Source: an optimization exercise on an open RTL-to-GDS flow (aim: a short achievable clock period and few clock cycles). Production flows keep margins and buffers that such runs may drop. The RTL was checked by simulation tests, not by an equivalence proof against the original design. No activity file was given, so power comes from the tool's default toggle rates.

Design mips_single_cycle, start of the top module:
module mips_single_cycle
(rst, clk, inst_adr, inst, data_adr, data_in,
 data_out, mem_read, mem_write);
  input rst, clk;
  output [31:0] inst_adr;
  input  [31:0] inst;
  output [31:0] data_adr;
  input  [31:0] data_in;
  output [31:0] data_out;
  output mem_read, mem_write;
  datapath DP(clk, rst, inst_adr, inst, data_adr, data_in, data_out,
              mem_read, mem_write);
endmodule
Size: roughly 160 I/O pins, ~0.090 sq mm of cells after synthesis.
Settings: LEC_CHECK=0, CAP_MARGIN=20, CORE_MARGIN=2, CORE_UTILIZATION=55, SLEW_MARGIN=20, SYNTH_HIERARCHICAL=1; clock period 11.0 ns.
standard.sh (not shown) runs the stock make flow with config.mk's settings and CLKGATE_MAP_FILE= SYNTH_SCRIPT=/design/flow/synth_recipe.tcl, a recipe that flattens the netlist after the stock synthesis.
==> flow/flow/run.sh <==
#!/bin/bash
set -euo pipefail
export SETUP_SLACK_MARGIN=${SETUP_MARGIN_NS:-7.5}
export BUFFER_PORTS_ARGS="-buffer_cell sky130_fd_sc_hd__buf_8"
bash standard.sh > standard.log 2>&1
Testbench counts at the start, summed over its fixed seeds: cycles 272,817.
Then changed:
--- a/flow/design.v
+++ b/flow/design.v
@@ -78,18 +78,23 @@
   wire [31:0] r = sp ^ k;
   wire [31:0] g = (sp & ~k) | (~sp & x);
   assign eq = (r[0] == cin) & (r[31:1] == g[30:0]);
 endmodule
 module eq32 (a, b, eq);
   input [31:0] a, b;
   output eq;
   assign eq = (a == b);
 endmodule
+module ao222 (a1, b1, a2, b2, a3, b3, y);
+  input a1, b1, a2, b2, a3, b3;
+  output y;
+  assign y = (a1 & b1) | (a2 & b2) | (a3 & b3);
+endmodule
 module alu_controller (alu_op, func, operation);
   input [1:0] alu_op;
   input [5:0] func;
   output [2:0] operation;
   reg [2:0] operation;
   always @(alu_op, func)
   begin
     operation = 3'b000;
     if (alu_op == 2'b00)         
@@ -221,18 +226,26 @@
   reg [31:0] d_out;
   always @(posedge clk)
   begin
     if (sclr==1'b1)
       d_out <= 32'd0;
     else if (ld)
       d_out <= d_in;
   end
 endmodule
+module reg_plain #(parameter W = 32) (d_in, clk, d_out);
+  input [W-1:0] d_in;
+  input clk;
+  output [W-1:0] d_out;
+  reg [W-1:0] d_out;
+  always @(posedge clk)
+    d_out <= d_in;
+endmodule
 module reg_file (wr_data, sel1, x1, sel2, x2, wr_reg, reg_write, clr, clk, rd1, rd2);
   input [31:0] wr_data;
   input [31:0] sel1, sel2;
   input [31:0] x1, x2;
   input [4:0] wr_reg;
   input reg_write, clr, clk;
   output [31:0] rd1, rd2;
   reg [31:0] register_file [1:31];
   integer i;
@@ -396,19 +409,24 @@
   eq32 JEQ(rdy_a, d_pred, jr_ok);
   wire d_beqc = is_beq & ~rs_eq_rt;
   wire d_taken = d_beqc & d_resolvable & d_eq;
   wire d_act = d_valid & ~stall & ~e_redir;
   wire d_jr  = d_act & is_jr & ~d_fredir;             
   wire d_bu  = d_act & is_beq & rs_eq_rt & ~d_fredir;  
   wire d_redir_o = d_valid & ~stall &
                  ((~d_fredir & ((is_beq & rs_eq_rt) | is_jr)) |
                   (d_fredir & is_jr & ~jr_ok));
-  wire d_taken_go = d_taken & d_valid & ~stall & ~e_redir & ~rst;
+  wire g_com = d_beqc & d_resolvable & d_valid & ~stall & ~e_redir & ~rst;
+  wire g_e   = g_com & (fe_a | fe_b);
+  wire d_taken_go;
+  ao222 DTG(g_e & (e_add | e_sub), sum_eq_o,
+            g_e & ~(e_add | e_sub), bit_eq_o,
+            g_com & ~(fe_a | fe_b), rdy_eq_o, d_taken_go);
   wire d_go = d_valid & ~stall & ~e_redir;    
   always @(posedge clk) rst_q <= rst;
   wire d_jr_e = d_jr & fe_a;                   
   wire d_rest = e_redir | stall | (d_redir_o & ~d_jr_e);
   reg [31:0] pc_rest;
   always @* begin
     if (e_redir)
       pc_rest = e_btarget;
     else if (stall)
@@ -428,19 +446,19 @@
   assign pc_sel[5] = s_f & f_bfast;
   assign pc_sel[6] = s_f & ~f_j & ~f_jr31 & ~f_bfast;
   assign pc_sel[7] = 1'b0;
   wire [31:0] pc_sel_o, pc_next;
   sel8 PCS({32'd0, pc4, f_btarget, ra_pred, f_jtarget, pc_rest, e_res, 32'd0},
            pc_sel, pc_sel_o);
   mux2to1_32b PCM(pc_sel_o, d_btarget, d_taken_go, pc_next);
   always @(posedge clk) pc <= pc_next;
   always @(posedge clk)
-    d_valid <= ~rst & ~e_redir & (stall ? d_valid : ~(d_redir_o | (d_taken & d_valid)));
+    d_valid <= ~rst & ~e_redir & (stall ? d_valid : ~(d_redir_o | d_taken_go));
   always @(posedge clk) begin
     if (f_jal) ra_pred <= pc4;
     d_rfa <= f_opa;
     d_rfb <= f_opb;
     if (stall) begin
       fe_a <= 1'b0;
       fe_b <= 1'b0;
       fl_a <= fe_a;
       fl_b <= fe_b;
@@ -477,22 +495,22 @@
     if (rst) begin
       m_we <= 1'b0; m_load <= 1'b0; m_store <= 1'b0;
     end else begin
       m_we <= e_we; m_load <= e_load; m_store <= e_store;
     end
     m_res <= e_res;
     m_sd  <= e_sd;
     m_wr  <= e_wr;
   end
-  assign inst_adr  = pc;
-  assign data_adr  = m_res;
+  reg_plain #(32) PCO(pc_next, clk, inst_adr);
+  reg_plain #(32) DAO(e_res, clk, data_adr);
+  reg_plain #(1)  MRO(~rst & e_load, clk, mem_read);
   assign data_out  = m_sd;
-  assign mem_read  = m_load;
   assign mem_write = m_store;
 endmodule
 module mips_single_cycle
 (rst, clk, inst_adr, inst, data_adr, data_in,
  data_out, mem_read, mem_write);
   input rst, clk;
   output [31:0] inst_adr;
   input  [31:0] inst;
   output [31:0] data_adr;
What happened:
- cell area grows by a few percent
- power rises by roughly a tenth
- synthesized cell count barely changes
- wire length grows by a few percent
- setup slack gains 47 ps
- final cell count climbs slightly
- sequential share of layout area stays flat
- hold slack got worse by 8.7 ps
- first-iteration DRC count went down slightly
- maximum frequency went up slightly
- synthesized area is higher by a few percent
- via count went up slightly
Testbench counts after the change, summed over its fixed seeds: cycles 272,817.

-- port drivers added, routing unchanged --
No port has a modelled driver above. Below, the same layouts with a new extraction and two added sets of constraints. Step 1 (the two cells are an assumption about what drives the block):
set clk [get_ports {clk}]
set_driving_cell -lib_cell sky130_fd_sc_hd__clkbuf_16 $clk
set_driving_cell -lib_cell sky130_fd_sc_hd__buf_2 [delete_from_list [all_inputs] $clk]
Step 2 moves the port delays by t, midway between the first and last clock arrival at a register: inputs arrive t later, outputs are due t later. That takes back most of the time a late clock gives input paths. a / b / c = ideal / step 1 / step 2; a / b = the first two.
| run | shift t [ns] | setup WS [ns] | worst register clock-pin slew, ns | worst data-port slew with drivers (ns) |
|---|---|---|---|---|
| the first run | 0.930 | 7.088 / 6.982 / 6.051 | 0.07 / 0.07 | 0.27 |
| the second run | 0.931 | 7.135 / 7.071 / 6.140 | 0.07 / 0.07 | 0.28 |
After both steps setup and hold are still met in every run listed. The setup slack of the first run, which loses most, moves by -0.106 ns with the drivers and by -1.037 ns with both steps.
